This is an optimization exercise on Yosys and OpenROAD, whose aim is small area, a short achievable clock period and few clock cycles, not a production implementation.
The RTL was checked by simulation tests, not by an equivalence proof against the original design.

File: flow/config.mk
export PLATFORM = sky130hd
export DESIGN_NAME = fc_layer
export DESIGN_NICKNAME = fc_layer
export VERILOG_FILES = /design/flow/design.v
export SDC_FILE = /design/flow/constraint.sdc
export NUM_CORES = 4
export LEC_CHECK = 0
export CAP_MARGIN = 20
export CORE_AREA = 5 5 495 495
export DIE_AREA = 0 0 500 500
export SLEW_MARGIN = 20
File: flow/constraint.sdc
create_clock -name core_clock -period 10.0 [get_ports {clk}]
set_input_delay 2.0000 -clock core_clock [delete_from_list [all_inputs] [get_ports {clk}]]
set_output_delay 2.0000 -clock core_clock [all_outputs]
set_load 0.01 [all_outputs]
File: flow/design.v
module fixed_point_modification (result, modifiedOut);
	parameter n = 32,  
		m = 10;    
	input signed [n-1:0] result;
	output reg signed [15:0] modifiedOut;   
	reg signed [m-1:0] integerPart;
	always @ (*)
	begin
		integerPart = result[n-1:n-m];    
		if (integerPart > 15) begin
			modifiedOut[15:11] = 15;
			modifiedOut[10:0] = {11{1'b1}};
		end else if(integerPart < -16) begin
			modifiedOut[15:11] = -16;
			modifiedOut[10:0] = {11{1'b0}};
		end else begin
			modifiedOut[15:11] = integerPart[4:0];
			modifiedOut[10:0] = result[n-m-1:n-m-11];  
		end
	end
endmodule
module add(in1,in2,out);
	input signed [15:0] in1,in2;
	output signed [15:0] out;
	wire signed [16:0] addOut;	
	assign addOut = in1 + in2;
	fixed_point_modification #(.n(17), .m(6)) addFP(addOut, out);
endmodule
module Multiplier #(parameter N = 16) (M,R,fixedMulResult,clk,finish,enable,reset);
    input clk;
    input enable;
    input [N-1:0] M,R;
    input reset;
    reg [5:0] i;
    output reg finish;
    reg [(2*N)+1:0] A;
    reg [(2*N)+1:0] S;
    reg [(2*N)+1:0] P;
    reg [(2*N)-1:0] mulResult;
    output signed [15:0] fixedMulResult;
    wire [N:0] Mext = {M[N-1], M};
    wire [N:0] Mneg = -Mext;
    reg  [(2*N)+1:0] Pnext;
    fixed_point_modification #(.n(32),.m(10)) fp(.result(mulResult),.modifiedOut(fixedMulResult));
always @(*) begin
    case (P[1:0])
        2'b01: Pnext = P + A;
        2'b10: Pnext = P + S;
        default: Pnext = P;
    endcase
end
always @(posedge clk) begin
    if (reset) begin
            A <= {Mext, {N+1{1'b0}}};
            S <= {Mneg, {N+1{1'b0}}};
            P <= {{N+1{1'b0}}, R, 1'b0};
            i <= 0;
            finish <= 0;
            mulResult <= 0;
        end
    else if(enable) begin
        if (i < N) begin
            P <= {Pnext[(2*N)+1], Pnext[(2*N)+1:1]};
            i <= i + 1;
            mulResult <= 0;
        end
        else begin
           mulResult <= P[2*N:1];
           finish <= 1;
        end
    end
end
endmodule
module fc_layer #(parameter numNodesIn = 8,
                  parameter numNodesOut = 8)
                 (enable,
                  reset,
                  inputNodes,
                  outputNodes,
                  weights,
                  biases,
                  finished,
                  clk);
    input enable, reset;
    input clk;
    input [16*numNodesIn-1: 0] inputNodes;
    output [16*numNodesOut-1: 0] outputNodes;
    input [16*numNodesIn*numNodesOut-1: 0] weights;
    input [16*numNodesOut-1: 0] biases;
    reg [15: 0] outNodes[0: numNodesOut - 1];
    reg [15: 0] mulInput1, mulInput2;
    wire signed [15: 0] mulOutput;
    wire mulFinished;
    reg mulEnable, mulReset;
    reg [15: 0] addInput1, addInput2;
    wire [15: 0] addOutput;
    reg startedMultiplier;
    Multiplier #(.N(16)) mul(.M(mulInput1), .R(mulInput2), .fixedMulResult(mulOutput), .clk(clk), .finish(mulFinished), .enable(mulEnable), .reset(mulReset));
    add adder(.in1(addInput1), .in2(addInput2), .out(addOutput));
    reg [1: 0] state;
    output reg finished;
    reg [10: 0] inputsI;
    reg [10: 0] weightsI;
    reg [10: 0] curWeightsI;
    reg [10: 0] outputsI;
    reg [2: 0] stage;
    genvar g;
    generate
        for (g = 0; g < numNodesOut; g = g + 1) begin : outs
            assign outputNodes[16*g +: 16] = outNodes[g];
        end
    endgenerate
    always @(posedge clk) begin
        if (reset == 1) begin
            stage             <= 1;
            state             <= 0;
            finished          <= 0;
            mulEnable         <= 0;
            mulReset          <= 0;
            startedMultiplier <= 0;
        end
        else if (enable) begin
            if (stage == 1) begin
                weightsI          <= 0;
                inputsI           <= 0;
                outputsI          <= 0;
                startedMultiplier <= 0;
                stage             <= 2;
                state             <= 0;
            end
            else if (stage == 2) begin
                outNodes[outputsI] <= 0;
                inputsI            <= 0;
                curWeightsI        <= 0;
                stage              <= 3;
            end
            else if (stage == 3) begin
                if (state == 0) begin
                    if (startedMultiplier == 0) begin
                        mulEnable         <= 1;
                        mulReset          <= 1;
                        mulInput1         <= inputNodes[16*inputsI +: 16];
                        mulInput2         <= weights[16*weightsI +: 16];
                        startedMultiplier <= 1;
                    end
                    else if (mulReset == 1)
                        mulReset <= 0;
                    else if (mulFinished == 1) begin
                        state             <= 1;
                        mulEnable         <= 0;
                        startedMultiplier <= 0;
                    end
                end
                else if (state == 1) begin
                    addInput1 <= mulOutput;
                    addInput2 <= outNodes[outputsI];
                    state     <= 2;
                end
                else begin
                    outNodes[outputsI] <= addOutput;
                    weightsI           <= weightsI + 1;
                    if (curWeightsI + 1 < numNodesIn) begin
                        curWeightsI <= curWeightsI + 1;
                        inputsI     <= inputsI + 1;
                    end
                    else begin
                        stage       <= 4;
                    end
                    state <= 0;
                end
            end
            else if (stage == 4) begin
                if (state == 0) begin
                    addInput1 <= biases[16*outputsI +: 16];
                    addInput2 <= outNodes[outputsI];
                    state     <= 1;
                end
                else begin
                    outNodes[outputsI] <= addOutput;
                    outputsI           <= outputsI + 1;
                    if (outputsI + 1 < numNodesOut) begin
                        stage <= 2;
                    end
                    else
                        stage <= 5;
                    state <= 0;
                end
            end
            else 
                finished <= 1;
        end
    end
endmodule
File: flow/run.sh
#!/bin/bash
# synth_recipe.tcl (not shown) runs the flow's synth.tcl, then flattens the netlist and writes it again
# the make line also repeats each setting of config.mk as NAME=value (left out here)
make -C /OpenROAD-flow-scripts/flow DESIGN_CONFIG=/design/flow/config.mk WORK_HOME=/design/flow/orfs CLKGATE_MAP_FILE= SYNTH_SCRIPT=/design/flow/synth_recipe.tcl finish
==> impl_metrics.json <==
{
  "reg2reg_depth": 6,
  "die_area_mm2": 0.250,
  "route.top_layer_used": "met5",
  "drive_gt1_frac": 0.181,
  "dr_wl_met3_mm": 17.0,
  "synth_area_mm2": 0.0256,
  "critical-path-max-stage-delay_ns": 0.71,
  "grt_first_pass_wirelength_mm": 273,
  "cp.arrival_ns": 4.99,
  "worst_path_cell_trace": "clkdlybuf4s50_1, nand2b_1, a21oi_1, o211ai_1, buf_4, o31ai_1",
  "yosys_warnings": 4,
  "synth_enable_flop_cells": 275,
  "floorplan.rows": 179,
  "final_min_period_over_clock_period": 0.473,
  "critical_path.startpoint_type": "input pin",
  "p_total_mw": 7.16,
  "highest_clock_rate_mhz": 211,
  "syn_nets": 3169,
  "tightest_slew_ns": 1.18,
  "ir_drop_uv": 108,
  "postSynthAreaPerCell_um2": 14.0,
  "fin_worst_skew_ns": 0.0170,
  "critPathSlowestCell": "sky130_fd_sc_hd__o31ai_1",
  "fp.coreArea_mm2": 0.239,
  "hold_violations": 0,
  "post_cts_resize_count": 0,
  "path_clk_slew_ns": 0.06,
  "ys_async_sr_fraction": 0,
  "count_of_mapped_cells_out_of_synthesis": 1828,
  "max-cap-violations": 0,
  "fin_crit_period_ns": 4.73,
  "die-width_um": 500,
  "timing.setup.critical_path_class": "in -> reg",
  "netlist-cell-type-count": 69,
  "totalNegativeSetupSlack_ns": 0,
  "worst_slew_margin_rel": 0.211,
  "antenna_violating_nets_post_route": 0,
  "fin_worst_hold_slack_ns": 0.466,
  "clkSinkCount": 332,
  "layout.cells.most_common_list": "1411 x sky130_fd_sc_hd__clkdlybuf4s50_1, 416 x sky130_fd_sc_hd__mux4_2, 275 x sky130_fd_sc_hd__edfxtp_1",
  "numCtsBuffers": 39,
  "met2_routed_length_mm": 109,
  "run_status": "timing/DRC/antenna clean",
  "setup.reg_to_reg.worst_slack_ns": 5.82,
  "route.vias.total": 25100,
  "leading_cell_type_in_the_layout_fill_and_taps_excluded": "sky130_fd_sc_hd__clkdlybuf4s50_1",
  "gr-total-overflow": 0,
  "post-route-drc-count": 0,
  "tritoncts": "built",
  "timing.critical_path.to_type": "flop",
  "grt_max_degree": 102,
  "number_of_non_filler_instances_in_the_completed_layout": 6446,
  "reg_to_reg_critical_path_endpoint": "mulInput2[5]",
  "finalWeightedCongestion": 0.955,
  "place.detailed.hpwl_mm": 197,
  "grt_use_total": 0.167,
  "clock_tree_buf_depth": 3,
  "whs_path_depth": 1,
  "via_density": 3.90,
  "power_density_mw_per_mm2": 159,
  "flip_flop_and_latch_count_after_synthesis": 332,
  "regToRegStartpoint": "weightsI[0]",
  "finalSetupViolCount": 0,
  "type_of_the_worst_min_delay_path": "reg -> reg",
  "seq_area_frac_synth": 0.367,
  "min-delay-start": "mul.i[5]",
  "crit_fanout": 12,
  "wirelength_met1_mm": 83.2,
  "io_pins": 1412,
  "finalNetCount": 4515,
  "final_routed_wirelength_across_all_metal_layers_mm": 220,
  "final_routed_wire_length_divided_by_cell_count_um": 34.1,
  "rsz0062_at_grt": "false",
  "chipHeight_um": 500,
  "area_growth_syn_to_layout_pct": 75.9,
  "fillers": 26000,
  "post_cts_buffers": 0,
  "port_buffers": 1411,
  "clock-root-buffer": "sky130_fd_sc_hd__clkbuf_16",
  "cts.hold.buffers_added": 0,
  "commonest_register_cell_after_synthesis": "sky130_fd_sc_hd__edfxtp_1",
  "effective_utilization_at_floorplan": 0.107,
  "drtIter0Drc": 2354,
  "place_inst": 6300,
  "crit_required_ns": 10.26,
  "clk-insertion-delay-late_ns": 0.58,
  "number_of_global_route_vias_before_repair": 25700,
  "h-tree-depth": 2,
  "drtPass1Iterations": 5,
  "hold_path_end": "mul.i[5]",
  "p_leak_nw": 14.7,
  "antenna_found_initial": 192,
  "slew_violations": 0
}
final cells by class:
class / count / area (um2) / area share
multi-input cells: 1321 / 15600 / 0.346
repair buffers: 1459 / 14600 / 0.323
flip-flops and latches: 332 / 9400 / 0.209
well taps: 3167 / 3960 / 0.0880
clock buffers: 49 / 1100 / 0.0244
diodes: 76 / 190 / 0.00422
clock inverters: 21 / 165 / 0.00367
inverters: 21 / 78.8 / 0.00175
flip-flops by register name, summed over array words and instances, names as in the netlist, 2 cells and up, named ones only:
signal / cells
addInput2: 16
mul.i: 6
mul.P: 33
state: 2
mul.mulResult: 21
inputsI: 5
outNodes: 128
mulInput2: 16
weightsI: 8
stage: 3
outputsI: 11
mul.S: 16
addInput1: 16
mul.A: 16
curWeightsI: 11
mulInput1: 16
kinds of logic after synthesis:
logic type / Yosys count / share of synthesized area
flip-flops: 332 / 0.367
AO/OA/AOI/OAI: 304 / 0.0784
buffers and inverters: 175 / 0.0272
XOR/XNOR: 78 / 0.0270
AND/OR/NAND/NOR: 376 / 0.0690
multiplexers: 505 / 0.402
adder cells (fa/ha/maj): 58 / 0.0292
cell usage after synthesis (12+ instances only):
cell type | number | share of area
sky130_fd_sc_hd__a211oi_1 | 13 | 0.0038
sky130_fd_sc_hd__a21o_1 | 13 | 0.0038
sky130_fd_sc_hd__a21oi_1 | 54 | 0.011
sky130_fd_sc_hd__a22o_1 | 21 | 0.0072
sky130_fd_sc_hd__buf_1 | 26 | 0.0038
sky130_fd_sc_hd__buf_2 | 31 | 0.0061
sky130_fd_sc_hd__clkbuf_1 | 97 | 0.014
sky130_fd_sc_hd__dfxtp_1 | 57 | 0.045
sky130_fd_sc_hd__edfxtp_1 | 275 | 0.32
sky130_fd_sc_hd__ha_1 | 55 | 0.027
sky130_fd_sc_hd__inv_1 | 21 | 0.0031
sky130_fd_sc_hd__mux2_2 | 22 | 0.0097
sky130_fd_sc_hd__mux2i_1 | 67 | 0.026
sky130_fd_sc_hd__mux4_2 | 416 | 0.37
sky130_fd_sc_hd__nand2_1 | 104 | 0.015
sky130_fd_sc_hd__nand3_1 | 32 | 0.0063
sky130_fd_sc_hd__nand4_1 | 12 | 0.0029
sky130_fd_sc_hd__nor2_1 | 125 | 0.018
sky130_fd_sc_hd__nor2b_1 | 12 | 0.0029
sky130_fd_sc_hd__nor3_1 | 20 | 0.0039
sky130_fd_sc_hd__o21ai_0 | 80 | 0.016
sky130_fd_sc_hd__o21bai_1 | 12 | 0.0035
sky130_fd_sc_hd__o22ai_1 | 36 | 0.0088
sky130_fd_sc_hd__xnor2_1 | 35 | 0.012
sky130_fd_sc_hd__xor2_1 | 42 | 0.014
metal layers:
| metal | up-vias | track usage |
|---|---|---|
| met2 | 1515 | 0.295 |
| met1 | 12700 | 0.193 |
| met4 | 58 | 0.0608 |
| met5 | - | 0 |
| met3 | 398 | 0.0465 |
| li1 | 10400 | - |
report_power, final:
group	switching, mW	internal [mW]
combinational	2.06	1.81
clock	0.610	0.813
sequential	0.179	1.68
worst max-delay path, delay by kind of cell:
kind            cells  cell delay (ns)
compound gates      3             1.66
buf+inv             2             0.92
simple gates        1             0.40
per-stage QoR:
step	setup slack, ns	utilization	cell area, um2
6_report	5.27	0.189	45000
5_1_grt	5.08	0.188	45000
4_1_cts	5.28	0.188	44800
3_5_place_dp	4.68	0.183	43600
3_3_place_gp	4.36	0.182	43500
2_1_floorplan	4.83	-	25600
worst max path at each step:
stage                       from         endpoint  slack (ns)  depth (start not counted)
floorplan                  reset     addInput1[0]        4.83                          3
detailed placement         reset  outNodes[2][14]        4.68                          6
global route               reset  outNodes[5][14]        5.08                          6
finish                     reset  outNodes[5][14]        5.27                          6
CTS                        reset  outNodes[1][14]        5.28                          6
global placement    weights[709]     mulInput2[5]        4.36                          5
Testbench counts, summed over its fixed seeds: cycles 137,760.

[separate check: timing with driven ports]
The results above use ideal ports. As a check the final layout listed here was re-extracted and re-timed, cells and wires unchanged. Step 1, drivers: a clkbuf_16 drives clk and a buf_2 each remaining input, both assumed. Step 2 moves the port delays by t, midway between the first and last clock arrival at a register: inputs arrive t later, outputs are due t later. That takes back most of the time a late clock gives input paths. Three values: ideal ports, drivers, drivers and shift; two values: the first two.
t, ns: 0.649
slack for setup (ns): 5.270 / 5.309 / 4.660
pins driven straight from the clock port: 1
After both steps setup and hold are still met in this run. For this run, drivers alone change the setup slack by +0.039 ns; drivers and shift together by -0.610 ns.
